This design comes from an exercise in tuning for a short achievable clock period and few clock cycles on the open sky130 flow, not from production work. Where RTL was checked, it was by simulation tests only, not by an equivalence proof against the original. No functional check of the RTL was part of run 1. Power is estimated from default activity; no workload was simulated.

$ cat standard.sh
#!/bin/bash
# synth_recipe.tcl (not shown) runs the flow's synth.tcl, then flattens the netlist and writes it again
# the make line also repeats each setting of config.mk as NAME=value (left out here)
make -C /OpenROAD-flow-scripts/flow DESIGN_CONFIG=/design/flow/config.mk WORK_HOME=/design/flow/orfs CLKGATE_MAP_FILE= SYNTH_SCRIPT=/design/flow/synth_recipe.tcl "${@:-finish}"
$ cat constraint.sdc
create_clock -name core_clock -period 11.0 [get_ports {clk}]
set_input_delay 2.2000 -clock core_clock [delete_from_list [all_inputs] [get_ports {clk}]]
set_output_delay 2.2000 -clock core_clock [all_outputs]
set_load 0.01 [all_outputs]
$ cat design.v
module ks_add #(parameter N = 32) (
	input  [N-1:0] a, b,
	input          cin,
	output [N-1:0] s,
	output         cout
);
	localparam L = $clog2(N);
	wire [N-1:0] p0 = a ^ b;
	wire [N-1:0] g [0:L];
	wire [N-1:0] p [0:L];
	assign g[0] = (a & b) | {{(N-1){1'b0}}, p0[0] & cin};
	assign p[0] = p0;
	genvar k, i;
	generate
		for (k = 0; k < L; k = k + 1) begin : lvl
			for (i = 0; i < N; i = i + 1) begin : bt
				if (i >= (1 << k)) begin : comb
					assign g[k+1][i] = g[k][i] | (p[k][i] & g[k][i - (1 << k)]);
					assign p[k+1][i] = p[k][i] & p[k][i - (1 << k)];
				end else begin : thru
					assign g[k+1][i] = g[k][i];
					assign p[k+1][i] = p[k][i];
				end
			end
		end
	endgenerate
	assign s = p0 ^ {g[L][N-2:0], cin};
	assign cout = g[L][N-1];
endmodule
module TopLevel(
	input rst,clk,
	output [31:0] imem_addr,
	input [31:0] imem_rdata,
	output [31:0] dmem_addr, dmem_wdata,
	output dmem_we, dmem_re,
	input [31:0] dmem_rdata,
	output wb_en,
	output [3:0] wb_dest,
	output [31:0] wb_data
);
	function condpass(input [3:0] c, input n, input z, input cf, input v);
		case (c)
			4'b0000: condpass = z;
			4'b0001: condpass = ~z;
			4'b0010: condpass = cf;
			4'b0011: condpass = ~cf;
			4'b0100: condpass = n;
			4'b0101: condpass = ~n;
			4'b0110: condpass = v;
			4'b0111: condpass = ~v;
			4'b1000: condpass = cf & ~z;
			4'b1001: condpass = ~cf | z;
			4'b1010: condpass = n == v;
			4'b1011: condpass = n != v;
			4'b1100: condpass = (~z & (n | v)) | (~n & ~v);
			4'b1101: condpass = z | (n != v);
			4'b1110: condpass = 1'b1;
			default: condpass = 1'b0;
		endcase
	endfunction
	function [15:1] onehot(input [3:0] r);
		integer k;
		for (k = 1; k < 16; k = k + 1) onehot[k] = r == k;
	endfunction
	reg [31:0] pc;
	reg        d_valid;
	reg [31:0] d_ir, d_pcp4, d_tgt;
	reg        d_fpred;      
	reg [15:1] d_rn_oh, d_rm_oh, d_rd_oh;
	reg        de_valid;     
	reg [3:0]  de_cond;
	reg        de_wr, de_ld, de_st, de_setf, de_br, de_pred;
	reg [3:0]  de_rd;
	reg [31:0] de_A, de_B, de_sd, de_pcp4, de_tgt;
	reg        de_fwdA, de_fwdB, de_fwdS;
	reg        de_sub, de_cin_c, de_cin_1;
	reg        de_r_add, de_r_and, de_r_orr, de_r_eor, de_r_mov, de_r_mvn;
	reg        de_c_add, de_c_keep;
	reg        fN, fZ, fC, fV;
	reg        em_wen, em_load, em_store;
	reg [3:0]  em_rd;
	reg [31:0] em_result, em_sd;
	reg        wb_en_r;
	reg [3:0]  wb_dest_r;
	reg [31:0] wb_data_r;
	reg [31:0] R [1:15];
	wire condE = condpass(de_cond, fN, fZ, fC, fV);
	wire doE = de_valid & condE;
	wire [31:0] A = de_fwdA ? em_result : de_A;
	wire [31:0] B = de_fwdB ? em_result : de_B;
	wire [31:0] SD = de_fwdS ? em_result : de_sd;
	wire cin = de_cin_c ? fC : de_cin_1;
	wire [31:0] Bs = B ^ {32{de_sub}};
	wire [31:0] sum;
	wire carry;
	ks_add #(32) alu_add(.a(A), .b(Bs), .cin(cin), .s(sum), .cout(carry));
	wire [31:0] res = ({32{de_r_add}} & sum) |
	                  ({32{de_r_and}} & (A & B)) |
	                  ({32{de_r_orr}} & (A | B)) |
	                  ({32{de_r_eor}} & (A ^ B)) |
	                  ({32{de_r_mov}} & B) |
	                  ({32{de_r_mvn}} & ~B);
	wire coutE = (de_c_add & (carry ^ de_sub)) | (de_c_keep & fC);
	wire nE = res[31];
	wire a0 = A == 32'b0;
	wire b0 = B == 32'b0;
	wire b1 = B == 32'hFFFFFFFF;
	wire aeqb = A == B;
	wire and0 = (A & B) == 32'b0;
	wire [31:0] sx = A ^ Bs;
	wire [31:0] so = A | Bs;
	wire sum0 = sx == {so[30:0], cin};
	wire allz = a0 & (Bs == 32'b0) & ~cin;
	wire zadd = de_sub ? (sum0 & ~allz) : allz;
	wire zE = (de_c_add & zadd) |
	          (~fC & ((de_r_and & and0) | (de_r_orr & a0 & b0) | (de_r_eor & aeqb) |
	                  (de_r_mov & b0) | (de_r_mvn & b1))) |
	          ~(de_c_add | de_c_keep);
	wire vE = nE ^ coutE;
	wire mispredict = de_valid & de_br & (condE != de_pred);
	wire [31:0] e_alt = de_pred ? de_pcp4 : de_tgt;
	wire [3:0] cond = d_ir[31:28];
	wire [1:0] mode = d_ir[27:26];
	wire       I    = d_ir[25];
	wire [3:0] op   = d_ir[24:21];
	wire       S    = d_ir[20];
	wire [3:0] rn   = d_ir[19:16];
	wire [3:0] rd   = d_ir[15:12];
	wire [3:0] rm   = d_ir[3:0];
	wire [4:0] shamt = d_ir[11:7];
	wire [1:0] shtyp = d_ir[6:5];
	wire dp = mode == 2'b00;
	wire o_mov = op == 4'b1101, o_mvn = op == 4'b1111, o_add = op == 4'b0100, o_adc = op == 4'b0101;
	wire o_sub = op == 4'b0010, o_sbc = op == 4'b0110, o_and = op == 4'b0000, o_orr = op == 4'b1100;
	wire o_eor = op == 4'b0001, o_cmp = op == 4'b1010, o_tst = op == 4'b1000;
	wire o_wr  = o_mov | o_mvn | o_add | o_adc | o_sub | o_sbc | o_and | o_orr | o_eor;
	wire o_two = o_add | o_adc | o_sub | o_sbc | o_and | o_orr | o_eor | o_cmp | o_tst;
	wire mem  = mode == 2'b01 && op == 4'b0100;
	wire ld   = mem & S;
	wire st   = mem & ~S;
	wire br   = mode == 2'b10;
	wire wr_d   = ((dp & o_wr) | ld) & (rd != 4'b0);
	wire setf_d = dp & (S | o_cmp | o_tst);
	wire use_rn = ((dp & o_two) | mem) & (rn != 4'b0);
	wire use_rm = dp & (o_wr | o_two) & ~I & (rm != 4'b0);
	wire use_sd = st & (rd != 4'b0);
	wire shifted = shamt != 5'b0;
	wire e_wr = doE & de_wr;
	wire e_ld = doE & de_ld;
	wire hitE_rn = e_wr & (de_rd == rn);
	wire hitE_rm = e_wr & (de_rd == rm);
	wire hitE_rd = e_wr & (de_rd == rd);
	wire hitM_rn = em_wen & (em_rd == rn);
	wire hitM_rm = em_wen & (em_rd == rm);
	wire hitM_rd = em_wen & (em_rd == rd);
	wire stall = d_valid & (
		(e_ld & ((use_rn & hitE_rn) | (use_rm & hitE_rm) | (use_sd & hitE_rd))) |
		(use_rm & shifted & (hitE_rm | (hitM_rm & em_load))));
	reg [31:0] rf_rn, rf_rm, rf_rd;
	integer k;
	always @(*) begin
		rf_rn = 32'b0; rf_rm = 32'b0; rf_rd = 32'b0;
		for (k = 1; k < 16; k = k + 1) begin
			rf_rn = rf_rn | ({32{d_rn_oh[k]}} & R[k]);
			rf_rm = rf_rm | ({32{d_rm_oh[k]}} & R[k]);
			rf_rd = rf_rd | ({32{d_rd_oh[k]}} & R[k]);
		end
	end
	wire [31:0] mval = em_load ? dmem_rdata : em_result;
	wire [31:0] a_val  = hitM_rn ? mval : rf_rn;
	wire [31:0] sd_val = hitM_rd ? mval : rf_rd;
	wire [31:0] rm_base = (hitM_rm & ~em_load) ? em_result : rf_rm;
	wire [31:0] sh_lsl = rm_base << shamt;
	wire [31:0] sh_lsr = rm_base >> shamt;
	wire [31:0] sh_asr = $signed(rm_base) >>> shamt;
	wire [63:0] sh_rr  = {rm_base, rm_base} >> shamt;
	wire [31:0] sh_val = shtyp == 2'b00 ? sh_lsl :
	                     shtyp == 2'b01 ? sh_lsr :
	                     shtyp == 2'b10 ? sh_asr : sh_rr[31:0];
	wire [63:0] rot2 = {24'b0, d_ir[7:0], 24'b0, d_ir[7:0]} >> {d_ir[11:8], 1'b0};
	wire [31:0] b_other = mem ? {20'b0, d_ir[11:0]} : I ? rot2[31:0] : dmem_rdata;
	wire b_sh = dp & ~I & ~(hitM_rm & em_load);
	wire [31:0] b_val = b_sh ? sh_val : b_other;
	wire e_setf = doE & de_setf;
	wire condD = condpass(cond, fN, fZ, fC, fV);
	wire zcond = cond[3:1] == 3'b000;
	wire known = ~e_setf | zcond;
	wire takenD = e_setf ? (zE ^ cond[0]) : condD;
	wire spred = (cond == 4'b1110) | ((cond != 4'b1111) & d_ir[23]);
	wire pred = known ? takenD : spred;
	wire redirect = d_valid & br & (pred != d_fpred) & ~mispredict;
	wire [31:0] r_pc = d_fpred ? d_pcp4 : d_tgt;
	assign imem_addr = pc;
	wire [31:0] pc_p4;
	ks_add #(30) pc_inc(.a(pc[31:2]), .b(30'b0), .cin(1'b1), .s(pc_p4[31:2]), .cout());
	assign pc_p4[1:0] = 2'b00;
	wire [3:0] fc = imem_rdata[31:28];
	wire f_br = imem_rdata[27:26] == 2'b10;
	wire f_pred = f_br & ((fc == 4'b1110) | ((fc != 4'b1111) & imem_rdata[23]));
	wire [31:0] f_tgt;
	ks_add #(30) tgt_add(.a(pc[31:2]), .b({{6{imem_rdata[23]}}, imem_rdata[23:0]}), .cin(1'b1),
	                     .s(f_tgt[31:2]), .cout());
	assign f_tgt[1:0] = 2'b00;
	wire [31:0] pc_early = mispredict ? e_alt : stall ? pc : f_pred ? f_tgt : pc_p4;
	wire [31:0] pc_next = redirect ? r_pc : pc_early;
	always @(posedge clk) begin
		pc <= rst ? pc_next : 32'b0;
	end
	always @(posedge clk or negedge rst) begin
		if (~rst) d_valid <= 1'b0;
		else d_valid <= ~mispredict & ~redirect;
	end
	always @(posedge clk) begin
		if (~stall | mispredict) begin
			d_ir <= imem_rdata;
			d_pcp4 <= pc_p4;
			d_tgt <= f_tgt;
			d_fpred <= f_pred;
			d_rn_oh <= onehot(imem_rdata[19:16]);
			d_rm_oh <= onehot(imem_rdata[3:0]);
			d_rd_oh <= onehot(imem_rdata[15:12]);
		end
	end
	always @(posedge clk or negedge rst) begin
		if (~rst) de_valid <= 1'b0;
		else de_valid <= d_valid & ~stall & ~mispredict & (dp | mem | br) & (cond != 4'b1111);
	end
	always @(posedge clk) begin
		de_cond <= cond;
		de_wr <= wr_d;
		de_ld <= ld;
		de_st <= st;
		de_setf <= setf_d;
		de_br <= br;
		de_pred <= pred;
		de_rd <= rd;
		de_A <= a_val;
		de_B <= b_val;
		de_sd <= sd_val;
		de_pcp4 <= d_pcp4;
		de_tgt <= d_tgt;
		de_fwdA <= use_rn & hitE_rn;
		de_fwdB <= use_rm & hitE_rm;
		de_fwdS <= use_sd & hitE_rd;
		de_sub <= dp & (o_sub | o_sbc | o_cmp);
		de_cin_c <= dp & (o_adc | o_sbc);
		de_cin_1 <= dp & (o_sub | o_cmp);
		de_r_add <= mem | (dp & (o_add | o_adc | o_sub | o_sbc | o_cmp));
		de_r_and <= dp & (o_and | o_tst);
		de_r_orr <= dp & o_orr;
		de_r_eor <= dp & o_eor;
		de_r_mov <= dp & o_mov;
		de_r_mvn <= dp & o_mvn;
		de_c_add <= dp & (o_add | o_adc | o_sub | o_sbc | o_cmp);
		de_c_keep <= dp & (o_mov | o_mvn | o_and | o_orr | o_eor | o_tst);
	end
	always @(posedge clk or negedge rst) begin
		if (~rst) begin
			fN <= 1'b0; fZ <= 1'b0; fC <= 1'b0; fV <= 1'b0;
		end else if (doE & de_setf) begin
			fN <= nE; fZ <= zE; fC <= coutE; fV <= vE;
		end
	end
	always @(posedge clk) begin
		em_wen <= rst & doE & de_wr;
		em_load <= rst & doE & de_ld;
		em_store <= rst & doE & de_st;
		em_rd <= de_rd;
		em_result <= res;
		em_sd <= SD;
	end
	assign dmem_addr = em_result;
	assign dmem_wdata = em_sd;
	assign dmem_we = em_store;
	assign dmem_re = em_load;
	always @(posedge clk) begin
		if (em_wen & rst) R[em_rd] <= mval;
	end
	always @(posedge clk) begin
		wb_en_r <= rst & em_wen;
		wb_dest_r <= em_rd;
		wb_data_r <= mval;
	end
	assign wb_en = wb_en_r;
	assign wb_dest = wb_dest_r;
	assign wb_data = wb_data_r;
endmodule
$ cat flow/run.sh
#!/bin/bash
# Standard layout with two changes in how it is made: synthesis leaves adders as plain logic for
# ABC (no full/half adder cell extraction), and repair_timing is asked to leave extra setup slack so
# that it optimises paths below the clock period. The SDC is the standard flow's, unchanged.
set -euo pipefail
bash standard.sh finish ADDER_MAP_FILE= SETUP_SLACK_MARGIN=7.5 > standard.log 2>&1
$ cat config.mk
export PLATFORM = sky130hd
export DESIGN_NAME = TopLevel
export DESIGN_NICKNAME = TopLevel
export VERILOG_FILES = /design/flow/design.v
export SDC_FILE = /design/flow/constraint.sdc
export NUM_CORES = 4
export LEC_CHECK = 0
export CAP_MARGIN = 20
export CORE_MARGIN = 2
export CORE_UTILIZATION = 40
export SLEW_MARGIN = 20
==> flow_summary.yaml, run 1 <==
die:
  dieArea_sq_um: 136000
  dieHeight_microns: 369
  core_sq_um: 132000
  io_pins: 201
  die_w_microns: 369
  rows: 133
  initial_core_util_pct: 40.4
logic_synthesis:
  avgSynthCellArea_sq_um: 10.2
  yosys-mux-area-fraction_pct: 9.12
  synth_area_leaders: "edfxtp_1 (35%), dfxtp_1 (12%), a22oi_1 (5.9%), mux2i_1 (4.5%), mux2_2 (3.4%)"
  yosysSeqAreaShare_pct: 47.3
  synthSimpleGateAreaFrac_pct: 12.4
  synth_top_family_by_area: "compound AO/OA/AOI/OAI gates"
  synth_compound_area_share_pct: 21.4
  syn_area_sq_um: 53200
  yosys_most_used_dff: "edfxtp_1"
  synth-xor-area-share_pct: 4.95
  yosys.area.top_type: "edfxtp_1"
  synth_top_cell_area_share_pct: 34.9
  synthArstFlopShare_pct: 0.634
  yosys_warnings: 3
  yosys_register_bits: 946
  synth_edf_count: 618
  synthDistinctLibCells: 96
  syn_inst: 5211
  synthAdderAreaFrac_pct: 0.734
pwr:
  p_leak_nw: 24.7
  switching_share_pct: 33.3
  p_sw_w: 0.00381
  p_int_w: 0.00765
  power_w: 0.0115
  p_comb_share_pct: 29.4
  p_clk_share_pct: 31.9
  peakVddDrop_mv: 0.143
  cellPowerDensity_nw_per_um2: 166
  pwr-share-seq_pct: 38.6
cts:
  cts_htree_levels: 3
  numCtsBuffers: 101
  cts_root_buf: "clkbuf_16"
  clkTransAtPathRegs_ns: 0.07
  clock_sinks: 946
  clk_latency_ns: 0.77
  cts_tree: "built"
  clock_path_buffers: 3
  holdBufCountCts: 0
sta:
  slew_headroom_pct: 22.3
  period_needed_ns: 4.73
  min_period_over_period_pct: 43.0
  maxSlewViolCount: 0
  max_slew.worst_pin.slew_ns: 1.17
  rsz0062_at_grt: "true"
  skew_ns: 0.0539
  tns_ns: 0
  max_freq_mhz: 211
  setup_violations: 0
  final_hold_viol_count: 0
  hold_slack_ns: 0.370
critical_path:
  critPathArrivalTime_ns: 5.36
  path_max_fanout: 8
  cp-start-kind: "register"
  end_kind: "register"
  worstPathRequired_ns: 11.63
  worst-setup-path-type: "register to register"
routing:
  drc_errors: 0
  antenna_left: 0
  wl_per_cell_microns: 37.9
  drtPass1Iterations: 12
  first_iter_violations: 10100
  dr_total_vias: 53700
  viasPerCell: 7.17
  totalWireLength_mm: 284
layout:
  layout_commonest_cell: "edfxtp_1"
  drive_gt1_share_pct: 29.3
  fillCellCount: 11700
  final_core_util_pct: 52.3
  syn_to_final_growth_pct: 29.6
  nets: 5707
  layout_common_cells: "edfxtp_1 (618), a22oi_1 (409), buf_4 (370)"
min_path:
  hp-class: "register to register"
global_route:
  overflow: 0
  grt_usage_pct: 40.0
  grt_pass1_vias: 50500
  grt_first_pass_wirelength_mm: 388
  antenna_found_initial: 20
  grt_max_degree: 85
placement:
  hpwl_mm: 160
  gp_congestion: 1.03
  port_buffers: 198
run_status:
  outcome: "complete, no violations"
job:
  maxCapViolations: 0
[cell usage after synthesis, types with 8 or more instances]
| cell type | number |
|---|---|
| nor4_1 | 56 |
| a21oi_1 | 254 |
| mux2i_1 | 240 |
| a211oi_1 | 43 |
| xnor2_1 | 196 |
| o21a_1 | 18 |
| dfxtp_1 | 322 |
| o21ai_0 | 157 |
| nand2_1 | 338 |
| and3_1 | 45 |
| a21boi_0 | 12 |
| nor2b_1 | 20 |
| mux4_2 | 24 |
| o221a_2 | 21 |
| o22ai_1 | 66 |
| edfxtp_1 | 618 |
| nand4_1 | 70 |
| maj3_1 | 39 |
| o31a_1 | 12 |
| nor3_1 | 153 |
| buf_2 | 24 |
| clkbuf_1 | 370 |
| o2111ai_1 | 41 |
| o221ai_1 | 23 |
| inv_1 | 89 |
| a31oi_1 | 51 |
| a21o_1 | 8 |
| or2_2 | 10 |
| a22o_1 | 93 |
| xor2_1 | 101 |
| or3_1 | 15 |
| nand2b_1 | 30 |
| o31ai_1 | 13 |
| a221oi_1 | 98 |
| nand3_1 | 227 |
| mux2_2 | 159 |
| o2bb2ai_1 | 8 |
| a22oi_1 | 415 |
| and2_1 | 26 |
| o211ai_1 | 27 |
| nor2_1 | 335 |
| buf_1 | 53 |
| a222oi_1 | 101 |
| or4_1 | 19 |
[metal layers]
metal	track usage, %	vias up	part of all wire [%]
met5	1.21	-	0.10
met4	23.6	16	7.8
met3	16.3	1336	17
met2	55.0	5216	39
met1	52.2	25800	36
li1	-	21300	-
[timing repair]
| action | in CTS | in global routing |
|---|---|---|
| resized for setup | 1389 | 253 |
| setup buffers | 333 | 77 |
| gates cloned | 34 | 4 |
| endpoints found under the setup margin | 451 | 399 |
| pin swaps | 203 | 140 |
[per-stage QoR]
step / setup slack, ns / instance area, sq um / std cells
final: 6.27 / 69000 / 7489
after global routing: 6.24 / 69000 / 7483
after CTS: 6.43 / 67100 / 7400
after detailed placement: 4.40 / 57300 / 6845
after global placement: 4.40 / 57300 / 6845
after floorplan: 5.93 / 54000 / 5212
[critical path, stage by stage, from the launching register on]
cell      delay [ns]
dfxtp_4         0.36
buf_12          0.14
buf_12          0.13
buf_16          0.13
mux2i_4         0.19
o32a_1          0.35
a211oi_4        0.35
o221ai_1        0.18
a2111o_1        0.37
or4_4           0.57
o31ai_4         0.23
buf_12          0.17
xor2_4          0.18
a21o_4          0.16
buf_12          0.10
mux2i_4         0.35
buf_6           0.18
buf_16          0.17
nor4_4          0.05
o221a_2         0.26
[cells by family after synthesis]
family | Yosys count
buf+inv | 551
simple gates | 1384
other cells | 1
xor+xnor | 299
compound gates | 1560
mux | 431
flops | 946
fa+ha+maj | 39
[registers in the layout, indices dropped and copies added (netlist names), 4 cells and up]
name       flops
d_ir          32
d_rm_oh       15
de_rd          4
wb_data_r     32
de_tgt        30
de_sd         32
em_result     32
wb_dest_r      4
em_sd         32
de_cond        4
em_rd          4
de_pcp4       30
pc            30
de_B          32
d_rd_oh       15
R            480
d_rn_oh       15
d_pcp4        30
de_A          32
d_tgt         30
[final timing paths]
check,startpoint,endpoint,slack (ns),cells after the start
worst max-delay path,de_fwdA,pc[18],6.27,19
worst min-delay path,d_tgt[20],de_tgt[20],0.37,0
worst max register to register,de_fwdA,pc[18],6.27,19
worst min register to register,d_tgt[20],de_tgt[20],0.37,0
max in group asynchronous,rst,fC,8.82,2
min in group asynchronous,rst,fZ,1.76,2
[layout make-up]
type / count / area, sq um / area share, %
repair buffers: 781 / 8050 / 11.7
multi-input cells: 3717 / 29400 / 42.6
flip-flops and latches: 946 / 25400 / 36.8
inverters: 94 / 389 / 0.564
clock buffers: 135 / 2890 / 4.19
clock inverters: 53 / 636 / 0.922
well taps: 1755 / 2200 / 3.18
diodes: 8 / 20.0 / 0.0290
[power groups by stage]
stage	Clock, W	Combinational (W)	Sequential (W)
after global placement	0	0.00239	0.00455
after global routing	0.00382	0.00348	0.00445
after detailed placement	0	0.00239	0.00456
after floorplan	0	0.00155	0.00437
final	0.00366	0.00337	0.00443
after CTS	0.00369	0.00304	0.00441
==> run 2, diff against run 1 <==
--- a/design.v
+++ b/design.v
@@ -1,2 +1,2 @@
-module ks_add #(parameter N = 32) (
+module ks_add #(parameter N = 32, parameter L = 5) (
 	input  [N-1:0] a, b,
@@ -6,3 +6,2 @@
 );
-	localparam L = $clog2(N);
 	wire [N-1:0] p0 = a ^ b;
@@ -29,2 +28,36 @@
 endmodule
+module inc30 (
+	input  [29:0] a,
+	output [29:0] s
+);
+	wire [29:0] p [0:5];
+	assign p[0] = a;
+	genvar k, i;
+	generate
+		for (k = 0; k < 5; k = k + 1) begin : lvl
+			for (i = 0; i < 30; i = i + 1) begin : bt
+				if (i >= (1 << k)) begin : comb
+					assign p[k+1][i] = p[k][i] & p[k][i - (1 << k)];
+				end else begin : thru
+					assign p[k+1][i] = p[k][i];
+				end
+			end
+		end
+	endgenerate
+	assign s = a ^ {p[5][28:0], 1'b1};
+endmodule
+module shifter (
+	input  [31:0] v,
+	input  [4:0]  n,
+	input  [1:0]  typ,
+	output [31:0] r
+);
+	wire [31:0] sh_lsl = v << n;
+	wire [31:0] sh_lsr = v >> n;
+	wire [31:0] sh_asr = sh_lsr | ({32{v[31]}} & ~(32'hFFFFFFFF >> n));
+	wire [63:0] sh_rr  = {v, v} >> n;
+	assign r = typ == 2'b00 ? sh_lsl :
+	           typ == 2'b01 ? sh_lsr :
+	           typ == 2'b10 ? sh_asr : sh_rr[31:0];
+endmodule
 module TopLevel(
@@ -172,9 +205,4 @@
 	wire [31:0] rm_base = (hitM_rm & ~em_load) ? em_result : rf_rm;
-	wire [31:0] sh_lsl = rm_base << shamt;
-	wire [31:0] sh_lsr = rm_base >> shamt;
-	wire [31:0] sh_asr = $signed(rm_base) >>> shamt;
-	wire [63:0] sh_rr  = {rm_base, rm_base} >> shamt;
-	wire [31:0] sh_val = shtyp == 2'b00 ? sh_lsl :
-	                     shtyp == 2'b01 ? sh_lsr :
-	                     shtyp == 2'b10 ? sh_asr : sh_rr[31:0];
+	wire [31:0] sh_val;
+	shifter rm_shift(.v(rm_base), .n(shamt), .typ(shtyp), .r(sh_val));
 	wire [63:0] rot2 = {24'b0, d_ir[7:0], 24'b0, d_ir[7:0]} >> {d_ir[11:8], 1'b0};
@@ -185,12 +213,16 @@
 	wire condD = condpass(cond, fN, fZ, fC, fV);
-	wire zcond = cond[3:1] == 3'b000;
-	wire known = ~e_setf | zcond;
-	wire takenD = e_setf ? (zE ^ cond[0]) : condD;
-	wire spred = (cond == 4'b1110) | ((cond != 4'b1111) & d_ir[23]);
-	wire pred = known ? takenD : spred;
+	wire pred = e_setf ? d_fpred : condD;
 	wire redirect = d_valid & br & (pred != d_fpred) & ~mispredict;
 	wire [31:0] r_pc = d_fpred ? d_pcp4 : d_tgt;
+	wire d_runs = (cond == 4'b1110) | (~e_setf & condD);
+	wire d_keepf = ~d_valid | ~setf_d | (~e_setf & ~condD);
+	wire [31:0] a_fast = hitM_rn ? em_result : rf_rn;
+	wire [31:0] b_fast = I ? rot2[31:0] : rm_base;
+	wire zpre_ok = d_valid & dp & (o_sub | o_cmp) & d_runs & (I | ~shifted) &
+	               ~(use_rn & hitE_rn) & ~(use_rm & hitE_rm) &
+	               ~(em_load & ((use_rn & hitM_rn) | (use_rm & hitM_rm)));
+	wire zpre = a_fast == b_fast;
 	assign imem_addr = pc;
 	wire [31:0] pc_p4;
-	ks_add #(30) pc_inc(.a(pc[31:2]), .b(30'b0), .cin(1'b1), .s(pc_p4[31:2]), .cout());
+	inc30 pc_inc(.a(pc[31:2]), .s(pc_p4[31:2]));
 	assign pc_p4[1:0] = 2'b00;
@@ -198,3 +230,7 @@
 	wire f_br = imem_rdata[27:26] == 2'b10;
-	wire f_pred = f_br & ((fc == 4'b1110) | ((fc != 4'b1111) & imem_rdata[23]));
+	wire f_static = (fc == 4'b1110) | ((fc != 4'b1111) & imem_rdata[23]);
+	wire f_flags = condpass(fc, fN, fZ, fC, fV);
+	wire f_zc = fc[3:1] == 3'b000;
+	wire f_taken = (zpre_ok & f_zc) ? (zpre ^ fc[0]) : (d_keepf & ~e_setf) ? f_flags : f_static;
+	wire f_pred = f_br & f_taken;
 	wire [31:0] f_tgt;
--- a/config.mk
+++ b/config.mk
@@ -11 +11,3 @@
 export SLEW_MARGIN = 20
+export SYNTH_HIERARCHICAL = 1
+export SYNTH_MINIMUM_KEEP_SIZE = 0
==> run 2 against run 1 <==
Compared with the run above:
- sequential share of layout area fell by 1.2 points
- area after synthesis rose by 1.5%
- clock-buffer cell count up 8
- cell count rose by 2.4%
- critical endpoint is now pc[4]
- via count up 3.0%
- largest power group unchanged
==> flow_summary.yaml, run 2 <==
critical_path:
  max_stage_delay_ns: 0.47
  cp.depth: 14
  worst-r2r-cell-count: 14
  crit_top_cell: "nand4_1"
  path_max_fanout: 32
  end_kind: "register"
  worstPathRequired_ns: 11.64
  worst-setup-path-type: "register to register"
  crit_slowest_cell: "or4bb_1"
  cp-start-kind: "register"
  critPathArrivalTime_ns: 5.00
  worstPathCellList: "buf_4 > a22oi_1 > and3_1 > nand4_1 > mux2i_2 > or3b_1 > a2111o_1 > nor4_4 > nand4_1 > nor3b_4 > buf_12 > clkbuf_16 > or4bb_1 > a31oi_1"
  cp_top_family: "simple AND/OR/NAND/NOR gates"
  cp_num_buf_inv: 3
placement:
  dpl-instance-area_sq_um: 58500
  hpwl_mm: 159
  gp_congestion: 1.04
  port_buffers: 198
pwr:
  p_leak_nw: 25.9
  peakVddDrop_mv: 0.122
  cellPowerDensity_nw_per_um2: 164
sta:
  max_slew.worst_pin.slew_ns: 1.31
  rsz0062_at_grt: "true"
  skew_ns: 0.0705
  min_period_over_period_pct: 39.7
  slew_headroom_pct: 11.8
  period_needed_ns: 4.37
  tns_ns: 0
  maxSlewViolCount: 0
  setup_violations: 0
  max_freq_mhz: 229
  final_hold_viol_count: 0
die:
  initial_core_util_pct: 40.4
  core_sq_um: 134000
  die_w_microns: 371
  io_pins: 201
  rows: 134
  dieArea_sq_um: 138000
  dieHeight_microns: 371
layout:
  seqCellArea_sq_um: 25400
  largest_reg_flops: 480
  layout_common_cells: "edfxtp_1 (618), buf_4 (472), a22oi_1 (461)"
  syn_to_final_growth_pct: 32.1
  largest_register: "R"
  nets: 5859
  multi_input_area_sq_um: 30300
  drive_gt1_share_pct: 32.1
  finalInstanceArea_sq_um: 71300
  layout_commonest_cell: "edfxtp_1"
  fillCellCount: 11500
global_route:
  overflow: 0
  grt_first_pass_wirelength_mm: 388
  grt_pass1_vias: 51500
  grt_usage_pct: 39.3
  antenna_found_initial: 18
  grt_max_degree: 76
min_path:
  hp-class: "register to register"
  hold_depth: 0
routing:
  viasPerCell: 7.21
  first_iter_violations: 11300
  drc_errors: 0
  antenna_left: 0
  wl_per_cell_microns: 36.9
  drtPass1Iterations: 12
  totalWireLength_mm: 283
  dr_total_vias: 55300
logic_synthesis:
  syn_area_sq_um: 54000
  avgSynthCellArea_sq_um: 10.4
  syn_inst: 5172
  yosys_warnings: 10
cts:
  clock_path_buffers: 3
  cts_htree_levels: 3
  clkTransAtPathRegs_ns: 0.06
  clk_latency_ns: 0.78
  cts_tree: "built"
  cts_root_buf: "clkbuf_16"
  numCtsBuffers: 103
  holdBufCountCts: 0
  clock_sinks: 946
run_status:
  outcome: "complete, no violations"
job:
  maxCapViolations: 0
==> run 2: layout make-up <==
| class | instances | share of cell area (%) |
|---|---|---|
| multi-input combinational | 3707 | 42.4 |
| sequential | 946 | 35.6 |
| timing repair buffer | 905 | 12.8 |
| clock buffer | 143 | 4.24 |
| tap | 1768 | 3.10 |
| clock inverter | 52 | 0.977 |
| inverter | 130 | 0.763 |
| antenna | 17 | 0.0596 |
==> run 2: where the power goes <==
group / leakage, nW / internal (W) / switching (W)
combinational: 15.2 / 0.00147 / 0.00210
sequential: 8.80 / 0.00418 / 0.000189
clock: 1.82 / 0.00220 / 0.00158
==> run 2: path summary, 6_finish.rpt <==
path                                  start    endpoint  slack, ns
worst max-delay path            d_rn_oh[13]       pc[4]       6.63
worst min register to register    d_pcp4[3]  de_pcp4[3]       0.36
worst max register to register  d_rn_oh[13]       pc[4]       6.63
min in group asynchronous               rst     d_valid       1.48
max in group asynchronous               rst          fC       9.15
worst min-delay path              d_pcp4[3]  de_pcp4[3]       0.36
==> run 2: per-stage QoR <==
stage	utilization [%]	hold slack (ns)	total power, W	setup WS (ns)	cells
finish	53.3	0.360	0.0117	6.63	7668
global route	53.3	0.368	0.0120	6.60	7653
CTS	51.9	0.364	0.0114	6.80	7549
detailed placement	43.7	0.348	0.00709	5.21	6934
global placement	43.7	0.345	0.00707	5.27	6934
floorplan	-	0.332	0.00604	6.35	5175
==> run 2: worst reg2reg max path, delay by kind of cell, from the launching register on <==
family / cells / cell delay [ns]
buffers and inverters: 3 / 0.71
and+or+nand+nor: 7 / 2.04
AOI/OAI and AO/OA: 3 / 0.89
muxes: 1 / 0.28
DFF: 1 / 0.35
==> run 2: timing repair <==
item                        CTS  global route
setup buffers               387            97
pin swaps                   216           129
gates resized for setup    1471           275
setup endpoints to repair   866           529
cloned                       33             5
==> run 2: metal layers <==
| layer | routed length (microns) | up-vias | share of wire, % | GRT usage [%] |
|---|---|---|---|---|
| li1 | - | 21700 | - | - |
| met1 | 98000 | 26500 | 35 | 49.3 |
| met2 | 113000 | 5520 | 40 | 55.0 |
| met3 | 46600 | 1512 | 16 | 16.7 |
| met4 | 25100 | 10 | 8.9 | 25.7 |
| met5 | 167 | - | 0.059 | 0.385 |
Testbench counts of run 2, summed over its fixed seeds: cycles 21,781.
==> run 3, diff against run 2 <==
--- a/design.v
+++ b/design.v
@@ -299,4 +299,7 @@
 	end
+	always @(posedge clk or negedge rst) begin
+		if (~rst) em_wen <= 1'b0;
+		else em_wen <= doE & de_wr;
+	end
 	always @(posedge clk) begin
-		em_wen <= rst & doE & de_wr;
 		em_load <= rst & doE & de_ld;
@@ -312,3 +315,3 @@
 	always @(posedge clk) begin
-		if (em_wen & rst) R[em_rd] <= mval;
+		if (em_wen) R[em_rd] <= mval;
 	end
==> flow/run.sh (replaced) <==
#!/bin/bash
# Standard layout with changes in how it is made (the SDC is the standard flow's, unchanged):
#  - synthesis maps with ABC for delay without area recovery (flow/abc_speed.script, used
#    through a copy of the ORFS scripts folder), and leaves adders as plain logic for ABC;
#  - repair_timing is asked to leave extra setup slack so that it optimises paths below the
#    clock period.
set -euo pipefail
here=$(pwd)
rm -rf "$here/scripts_custom"
cp -r "$FLOW_HOME/scripts" "$here/scripts_custom"
cp "$here/flow/abc_speed.script" "$here/scripts_custom/abc_speed.script"
bash standard.sh finish SCRIPTS_DIR="$here/scripts_custom" ADDER_MAP_FILE= SETUP_SLACK_MARGIN=7.5 > standard.log 2>&1
==> flow/abc_speed.script (new file) <==
&get -n
&st
&dch
&nf
&st
&syn2
&if -g -K 6
&synch2
&nf
&st
&syn2
&if -g -K 6
&synch2
&nf
&put
strash
dch
map -r
buffer -c
topo
stime -c
upsize -c
==> run 3 against run 2 <==
Compared with the run above:
- clock skew up 0.031 ns
- power grew 14%
- setup slack gained 0.46 ns
- sequential power about the same
- largest cell class unchanged
- highest routed layer unchanged
==> flow_summary.yaml, run 3 <==
run_status:
  outcome: "complete, no violations"
logic_synthesis:
  syn_inst: 10800
  yosys_warnings: 10
  syn_area_sq_um: 86300
  avgSynthCellArea_sq_um: 8.01
routing:
  viasPerCell: 6.88
  dr_total_vias: 97800
  first_iter_violations: 17300
  antenna_left: 0
  wl_per_cell_microns: 35.1
  drc_errors: 0
  totalWireLength_mm: 499
  drtPass1Iterations: 8
cts:
  cts_htree_levels: 3
  cts_root_buf: "clkbuf_16"
  holdBufCountCts: 0
  cts_tree: "built"
  numCtsBuffers: 109
  clock_path_buffers: 3
  clkTransAtPathRegs_ns: 0.06
  clk_latency_ns: 0.87
  clock_sinks: 946
global_route:
  grt_use_met3_pct: 16.7
  met2_usage_pct: 60.3
  grt_pass1_vias: 87500
  top_usage_layer: "met2"
  antenna_found_initial: 53
  grt_first_pass_wirelength_mm: 673
  overflow: 0
  met1_usage_pct: 52.3
  grt_max_degree: 101
  grt_usage_pct: 42.8
critical_path:
  max_stage_delay_ns: 1.05
  cp_num_buf_inv: 3
  worstPathRequired_ns: 11.69
  cp-start-kind: "register"
  cp_top_family: "simple AND/OR/NAND/NOR gates"
  crit_top_cell: "nand3_1"
  crit_slowest_cell: "nor2_1"
  worst-setup-path-type: "register to register"
  critPathArrivalTime_ns: 4.60
  path_max_fanout: 66
  end_kind: "register"
  worstPathCellList: "buf_12 > buf_4 > nor2_1 > nand3_1 > o211a_1 > nand4_1 > inv_1 > nand3_1 > nand2_1 > a21oi_2"
placement:
  hpwl_mm: 302
  dpl_worst_slack_ns: 5.07
  place_inst: 13200
  port_buffers: 198
  dpl-instance-area_sq_um: 82600
  gp_congestion: 1.08
sta:
  slew_headroom_pct: 7.55
  max_freq_mhz: 256
  period_needed_ns: 3.91
  final_hold_viol_count: 0
  max_slew.worst_pin.slew_ns: 1.38
  min_period_over_period_pct: 35.6
  tns_ns: 0
  maxSlewViolCount: 0
  fin_ws_ns: 7.09
  setup_violations: 0
  rsz0062_at_grt: "true"
  skew_ns: 0.101
die:
  dieHeight_microns: 468
  io_pins: 201
  rows: 170
  die_w_microns: 468
  initial_core_util_pct: 40.2
  dieArea_sq_um: 219000
  core_sq_um: 214000
layout:
  largest_reg_flops: 480
  largest_register: "R"
  fin_cells: 14200
  layout_commonest_cell: "nand2_1"
  drive_gt1_share_pct: 27.7
  final_core_util_pct: 47.4
  syn_to_final_growth_pct: 17.9
  nets: 11300
  layout_common_cells: "nand2_1 (2545), nand3_1 (1048), nand4_1 (845)"
  finalInstanceArea_sq_um: 102000
min_path:
  hp-class: "register to register"
pwr:
  p_sw_w: 0.00528
  peakVddDrop_mv: 0.127
  cellPowerDensity_nw_per_um2: 131
  pwr-share-seq_pct: 32.5
  p_int_w: 0.00803
  switching_share_pct: 39.6
  p_clk_share_pct: 29.9
  p_leak_nw: 40.8
  p_comb_share_pct: 37.6
job:
  maxCapViolations: 0
-- run 3: power by group through the flow --
stage          Combinational (W)  Sequential (W)  Clock [W]
2_1_floorplan            0.00253         0.00430          0
3_3_place_gp             0.00368         0.00444          0
3_5_place_dp             0.00369         0.00445          0
4_1_cts                  0.00444         0.00431    0.00396
5_1_grt                  0.00512         0.00434    0.00412
6_report                 0.00501         0.00433    0.00398
-- run 3: worst paths after layout --
path                           start          to  slack (ns)  depth (start not counted)
setup / recovery            d_ir[10]     de_B[7]        7.09                         10
hold / removal             d_tgt[12]  de_tgt[12]        0.34                          0
setup reg to reg            d_ir[10]     de_B[7]        7.09                         10
min in group asynchronous        rst     d_valid        1.43                          2
hold reg to reg            d_tgt[12]  de_tgt[12]        0.34                          0
max in group asynchronous        rst          fC        9.07                          2
-- run 3: per-layer routing --
metal	vias to the layer above	part of all wire (%)
met2	8981	40
met3	2566	15
met1	46200	35
met4	30	9.9
li1	40000	-
met5	-	0.069
-- run 3: area by class of cell --
cell class	instances	area, sq um
repair inverters	1	8.76
diodes	38	95.1
well taps	2838	3550
inverters	540	2100
flip-flops and latches	946	25500
multi-input cells	8455	52800
clock buffers	156	3200
fillers	20800	113000
repair buffers	1191	13800
clock inverters	52	646
-- run 3: stage by stage --
stage,power (W),hold WS [ns]
after floorplan,0.00683,0.346
after global placement,0.00813,0.351
after detailed placement,0.00814,0.355
after CTS,0.0127,0.327
after global routing,0.0136,0.342
final,0.0133,0.342
-- run 3: repair_timing --
action                     in CTS  in global routing
setup buffers                 463                162
setup endpoints to repair     390                298
pin swaps                     268                342
resized for setup            2042                552
gates cloned                   79                 21
Testbench counts of run 3, summed over its fixed seeds: cycles 21,781.
==> run 4, diff against run 3 <==
--- a/design.v
+++ b/design.v
@@ -98,2 +98,5 @@
 	reg [31:0] pc;
+	reg [31:0] pc_o;         
+	reg [31:0] em_addr_o;    
+	reg        em_load_o;    
 	reg        d_valid;
@@ -224,3 +227,3 @@
 	wire zpre = a_fast == b_fast;
-	assign imem_addr = pc;
+	assign imem_addr = pc_o;
 	wire [31:0] pc_p4;
@@ -241,4 +244,8 @@
 	wire [31:0] pc_next = redirect ? r_pc : pc_early;
+	always @(posedge clk or negedge rst) begin
+		if (~rst) pc <= 32'b0;
+		else pc <= pc_next;
+	end
 	always @(posedge clk) begin
-		pc <= rst ? pc_next : 32'b0;
+		pc_o <= rst ? pc_next : 32'b0;
 	end
@@ -300,7 +307,13 @@
 	always @(posedge clk or negedge rst) begin
-		if (~rst) em_wen <= 1'b0;
-		else em_wen <= doE & de_wr;
+		if (~rst) begin
+			em_wen <= 1'b0;
+			em_load <= 1'b0;
+		end else begin
+			em_wen <= doE & de_wr;
+			em_load <= doE & de_ld;
+		end
 	end
 	always @(posedge clk) begin
-		em_load <= rst & doE & de_ld;
+		em_load_o <= rst & doE & de_ld;
+		em_addr_o <= rst ? res : 32'b0;
 		em_store <= rst & doE & de_st;
@@ -310,6 +323,6 @@
 	end
-	assign dmem_addr = em_result;
+	assign dmem_addr = em_addr_o;
 	assign dmem_wdata = em_sd;
 	assign dmem_we = em_store;
-	assign dmem_re = em_load;
+	assign dmem_re = em_load_o;
 	always @(posedge clk) begin
--- a/config.mk
+++ b/config.mk
@@ -9,3 +9,3 @@
 export CORE_MARGIN = 2
-export CORE_UTILIZATION = 40
+export CORE_UTILIZATION = 35
 export SLEW_MARGIN = 20
==> run 4 against run 3 <==
Compared with the run above:
- global-route usage decreased by 8.2 points
- setup slack improved by 0.0012 ns
- hold slack improved by 0.011 ns
==> flow_summary.yaml, run 4 <==
run_status:
  outcome: "complete, no violations"
pwr:
  p_leak_nw: 40.6
  peakVddDrop_mv: 0.186
  power_w: 0.0158
  cellPowerDensity_nw_per_um2: 153
cts:
  cts_root_buf: "clkbuf_16"
  clock_sinks: 1013
  cts_htree_levels: 4
  holdBufCountCts: 0
  cts_tree: "built"
  clkTransAtPathRegs_ns: 0.07
  clk_latency_ns: 0.87
  clock_path_buffers: 3
  numCtsBuffers: 132
routing:
  totalWireLength_mm: 479
  drc_errors: 0
  dr_total_vias: 97500
  first_iter_violations: 17000
  antenna_left: 0
  viasPerCell: 6.62
  wl_per_cell_microns: 32.5
  drtPass1Iterations: 10
critical_path:
  critPathArrivalTime_ns: 4.65
  r2r_end: "pc_o[19]"
  worst-setup-path-type: "register to register"
  critPathLaunch: "d_ir[9]"
  worst-r2r-cell-count: 16
  worstPathCellList: "buf_12 > or2b_4 > o211ai_1 > nand2_1 > a22oi_2 > nand4_1 > nand2_1 > nand4_1 > nor2_4 > nand4_4 > buf_4 > o21ai_4 > buf_12 > clkbuf_16 > nand4_4 > a311oi_2"
  r2r_start: "d_ir[9]"
  path_max_fanout: 9
  worstPathRequired_ns: 11.74
  reg2reg_slack_ns: 7.09
  cp-start-kind: "register"
  end_kind: "register"
  max_stage_delay_ns: 0.43
  crit_slowest_cell: "edfxtp_1"
sta:
  final_hold_viol_count: 0
  skew_ns: 0.0655
  tns_ns: 0
  period_needed_ns: 3.91
  rsz0062_at_grt: "true"
  max_freq_mhz: 256
  min_period_over_period_pct: 35.5
  hold_slack_ns: 0.353
  fin_ws_ns: 7.09
  slew_headroom_pct: 7.71
  setup_violations: 0
  maxSlewViolCount: 0
  max_slew.worst_pin.slew_ns: 1.37
min_path:
  holdPathEnd: "de_tgt[3]"
  hp-class: "register to register"
  hold_start: "d_tgt[3]"
  hold_depth: 0
global_route:
  grt_usage_pct: 34.6
  overflow: 0
  antenna_found_initial: 37
  grt_pass1_vias: 87100
  grt_first_pass_wirelength_mm: 653
  grt_max_degree: 112
placement:
  dpl_worst_slack_ns: 5.51
  hpwl_mm: 294
  port_buffers: 200
  gp_congestion: 1.05
layout:
  layout_common_cells: "nand2_1 (2300), nand4_1 (988), nand3_1 (896)"
  syn_to_final_growth_pct: 15.4
  layout_commonest_cell: "nand2_1"
  largest_reg_flops: 480
  largest_register: "R"
  drive_gt1_share_pct: 26.4
  nets: 11300
logic_synthesis:
  avgSynthCellArea_sq_um: 8.20
  syn_inst: 10900
  syn_area_sq_um: 89300
  yosys_warnings: 10
die:
  core_sq_um: 254000
  dieHeight_microns: 509
  rows: 185
  initial_core_util_pct: 35.2
  die_w_microns: 509
  dieArea_sq_um: 259000
  io_pins: 201
job:
  maxCapViolations: 0
## run 4: cell types whose count changed in the layout (fill, tap and decap cells not counted), sizes merged, moves of 33 or more
| cell | previous run | this run |
|---|---|---|
| dfxtp | 321 | 355 |
| a22oi | 340 | 472 |
| o21a | 112 | 60 |
| buf | 1097 | 956 |
| nand4 | 864 | 1054 |
| dfrtp | 7 | 40 |
| and2b | 72 | 107 |
| nand2 | 2725 | 2496 |
| or2b | 372 | 332 |
| nor3 | 95 | 152 |
| a21oi | 238 | 312 |
| o22ai | 88 | 125 |
| nand3 | 1267 | 1080 |
## run 4: how the worst max path moves through the flow
stage	end	slack, ns	cells past startpoint
6_report	pc_o[19]	7.09	16
5_1_grt	pc_o[30]	7.05	16
4_1_cts	pc_o[25]	7.32	15
3_5_place_dp	pc_o[25]	5.51	14
3_3_place_gp	pc_o[27]	5.56	12
2_1_floorplan	d_fpred	3.55	9
## run 4: critical path, delay by kind of cell (launching register included)
kind	cells	cell delay [ns]
simple gates	8	1.48
flops	1	0.43
buf+inv	4	0.74
compound gates	4	1.13
## run 4: layer usage
metal | vias up | part of all wire (%) | global-route usage, %
met5 | - | 0.097 | 0
li1 | 40700 | - | -
met4 | 46 | 10 | 26.6
met2 | 8704 | 39 | 48.6
met1 | 45500 | 35 | 43.0
met3 | 2579 | 15 | 12.1
## run 4: cell type report
cell class,instances,area [sq um]
timing repair buffer,1051,11600
clock buffer,173,3750
multi-input combinational,8491,53600
clock inverter,71,837
fill,25500,151000
antenna,24,60.1
inverter,538,2080
sequential,1013,26900
tap,3366,4210
## run 4: repair_timing
item	4_1_cts	5_1_grt
endpoints found under the setup margin	461	325
setup buffers	234	270
gates cloned	47	26
resized for setup	1605	658
pin swaps	148	320
hold endpoints to repair	0	0
## run 4: through the flow
step / instances / area [sq um] / util [%]
CTS: 14400 / 97300 / 38.3
global placement: 13900 / 86400 / 34.0
floorplan: 10900 / 89800 / -
global route: 14700 / 103000 / 40.6
detailed placement: 13900 / 86400 / 34.0
finish: 14700 / 103000 / 40.6
## run 4: power by group
part           switching, W  leakage [nW]  internal (W)  total (W)
sequential         0.000633          9.43       0.00460    0.00523
clock               0.00197          2.23       0.00268    0.00465
combinational       0.00381          28.9       0.00212    0.00593
Testbench counts of run 4, summed over its fixed seeds: cycles 21,781.

port drivers added, routing unchanged:
Ports are ideal in the flow. The routed layouts listed here were re-timed in OpenROAD. Step 1 assumes that a clkbuf_16 drives the clock port and a buf_2 every other input. Step 2, shift: input delay + t, output delay - t, t = (earliest + latest rising clock arrival at the registers) / 2. This alone moves slack from input paths to output paths. Slacks: ideal / step 1 / step 2; pairs: ideal / step 1.
run | t, ns | setup WS [ns] | hold WS [ns] | worst setup path at the end | cell pins on the clock port's net
run 1 | 0.831 | 6.267 / 6.267 / 5.580 | 0.370 / 0.370 / 0.370 | input to register | 1
run 2 | 0.823 | 6.631 / 6.631 / 5.999 | 0.360 / 0.360 / 0.360 | input to register | 1
run 3 | 0.908 | 7.089 / 7.089 / 6.387 | 0.342 / 0.342 / 0.342 | input to register | 1
run 4 | 0.941 | 7.090 / 7.090 / 6.253 | 0.353 / 0.353 / 0.353 | input to register | 1
After both steps setup and hold are still met in every run listed. The setup slack of run 4, which loses most, moves by 0.000 ns with the drivers and by -0.837 ns with both steps.
